This design comes from an exercise in tuning for small area and a short achievable clock period on the open sky130 flow, not from production work. Where RTL was checked, it was by simulation tests only, not by an equivalence proof against the original.

## rev 12
==> module ELM_front, before the edit <==
module ELM_front(
    input  [15:0] x,
    input  [15:0] y,
    output [17:0] h,       
    output        yneg,    
    output [4:0]  ksum,    
    output [5:0]  m,       
    output        sn       
    );
    wire xone = x[14] ^ x[13];
    wire xtwo = ~xone & (x[15] ^ x[14]);
    wire xneg = x[15] & (xone | xtwo);
    wire [17:0] ys = {y[15], y[15], y};
    wire [17:0] pp2 = (({18{xone}} & ys) | ({18{xtwo}} & {ys[16:0], 1'b0})) ^ {18{xneg}};
    wire yone = y[14] ^ y[13];
    wire ytwo = ~yone & (y[15] ^ y[14]);
    assign yneg = y[15] & (yone | ytwo);
    wire [17:0] xs = {{4{x[13]}}, x[13:0]};
    wire [17:0] pp1 = (({18{yone}} & xs) | ({18{ytwo}} & {xs[16:0], 1'b0})) ^ {18{yneg}};
    ELM_add #(18) add_h(.a(pp2), .b(pp1), .ci(xneg), .s(h));
    wire [12:0] ax = x[12:0] ^ {13{x[13]}};
    wire [12:0] ay = y[12:0] ^ {13{y[13]}};
    wire [3:0] kx, ky;
    wire [4:0] fx, fy;
    ELM_log log_x(.a(ax), .k(kx), .f(fx));
    ELM_log log_y(.a(ay), .k(ky), .f(fy));
    wire nz = (x[13] | (|x[7:0])) & (y[13] | (|y[7:0]));
    wire [4:0] kk = kx + ky;
    assign ksum = kk | {5{~nz}};
    assign sn = nz & (x[13] ^ y[13]);
    assign m = fx + fy;
endmodule
Settings: LEC_CHECK=0, ABC_AREA=1, CAP_MARGIN=20, CORE_MARGIN=2, CORE_UTILIZATION=40, CTS_BUF_LIST=sky130_fd_sc_hd__clkbuf_4, CTS_CLUSTER_SIZE=6, SETUP_SLACK_MARGIN=3.3, SLEW_MARGIN=20; clock period 7.0 ns.
standard.sh (not shown) runs the stock make flow with config.mk's settings and CLKGATE_MAP_FILE= SYNTH_SCRIPT=/design/flow/synth_recipe.tcl, a recipe that flattens the netlist after the stock synthesis.
==> flow/flow/run.sh <==
#!/bin/bash
# Standard layout, with two changes passed to the ORFS make run:
#  - no full/half adder cell extraction in synthesis (ABC maps the adders),
#  - port buffers made from the smallest buffer cell.
export ADDER_MAP_FILE=
export BUFFER_PORTS_ARGS="-buffer_cell sky130_fd_sc_hd__buf_1"
bash standard.sh > standard.log 2>&1
The following lists how rev 13 was set up differently from rev 12:
==> flow/design.v, changed modules only <==
module ELM_add_ks #(parameter W = 18) (
    input  [W-1:0] a,
    input  [W-1:0] b,
    input          ci,
    output [W-1:0] s
    );
    wire [W-1:0] p0 = a ^ b;
    wire [W-1:0] g0 = a & b;
    wire [W-1:0] g [0:5];
    wire [W-1:0] p [0:5];
    assign g[0] = {g0[W-1:1], g0[0] | (p0[0] & ci)};
    assign p[0] = p0;
    genvar l, i;
    generate
        for (l = 0; l < 5; l = l + 1) begin : g_lvl
            for (i = 0; i < W; i = i + 1) begin : g_bit
                if (i >= (1 << l)) begin : g_op
                    assign g[l+1][i] = g[l][i] | (p[l][i] & g[l][i-(1<<l)]);
                    assign p[l+1][i] = p[l][i] & p[l][i-(1<<l)];
                end else begin : g_pass
                    assign g[l+1][i] = g[l][i];
                    assign p[l+1][i] = p[l][i];
                end
            end
        end
    endgenerate
    assign s = p0 ^ {g[5][W-2:0], ci};
endmodule
module ELM_front(
    input  [15:0] x,
    input  [15:0] y,
    output [17:0] h,       
    output        yneg,    
    output [4:0]  ksum,    
    output [5:0]  m,       
    output        sn       
    );
    wire xone = x[14] ^ x[13];
    wire xtwo = ~xone & (x[15] ^ x[14]);
    wire xneg = x[15] & (xone | xtwo);
    wire [17:0] ys = {y[15], y[15], y};
    wire [17:0] pp2 = (({18{xone}} & ys) | ({18{xtwo}} & {ys[16:0], 1'b0})) ^ {18{xneg}};
    wire yone = y[14] ^ y[13];
    wire ytwo = ~yone & (y[15] ^ y[14]);
    assign yneg = y[15] & (yone | ytwo);
    wire [17:0] xs = {{4{x[13]}}, x[13:0]};
    wire [17:0] pp1 = (({18{yone}} & xs) | ({18{ytwo}} & {xs[16:0], 1'b0})) ^ {18{yneg}};
    ELM_add_ks #(18) add_h(.a(pp2), .b(pp1), .ci(xneg), .s(h));
    wire [12:0] ax = x[12:0] ^ {13{x[13]}};
    wire [12:0] ay = y[12:0] ^ {13{y[13]}};
    wire [3:0] kx, ky;
    wire [4:0] fx, fy;
    ELM_log log_x(.a(ax), .k(kx), .f(fx));
    ELM_log log_y(.a(ay), .k(ky), .f(fy));
    wire nz = (x[13] | (|x[7:0])) & (y[13] | (|y[7:0]));
    wire [4:0] kk = kx + ky;
    assign ksum = kk | {5{~nz}};
    assign sn = nz & (x[13] ^ y[13]);
    assign m = fx + fy;
endmodule
- Of rev 12 and rev 13, the run reporting the higher tapcell count was rev 13.
- Diff rev 12 -> rev 13 | instance count of the mapped netlist | down slightly
- Re routed wire length: rev 12 was lower than rev 13.
- In rev 13 relative to rev 12, final standard cell count with taps included and fillers excluded had gone up by a few percent.
- Rev 13 has less setup slack than rev 12.
- Rev 12 has a lower total non-filler cell area in the finished layout than rev 13.
No functional check of the RTL was part of rev 13.

static timing again, ports no longer ideal:
In the flow no input, the clock included, has a driving cell. The finished layouts below were timed again as built, in two steps.
Step 1 assumes that a clkbuf_16 drives the clock port and a buf_2 every other input.
Step 2, shift: input delay + t, output delay - t, t = (earliest + latest rising clock arrival at the registers) / 2. This alone moves slack from input paths to output paths.
Three values: ideal ports, drivers, drivers and shift; two values: the first two.
run | shift t [ns] | setup slack, ns | worst setup path after step 2 | clock arrival spread, ns | cell pins on the clock port's net
rev 12 | 0.435 | 3.517 / 3.525 / 3.089 | input to register | 0.015 / 0.015 | 1
rev 13 | 0.442 | 3.408 / 3.416 / 2.974 | input to register | 0.024 / 0.023 | 1
After both steps every run listed still meets setup and hold. For rev 13, which loses most, drivers alone change the setup slack by +0.008 ns; drivers and shift together by -0.434 ns.
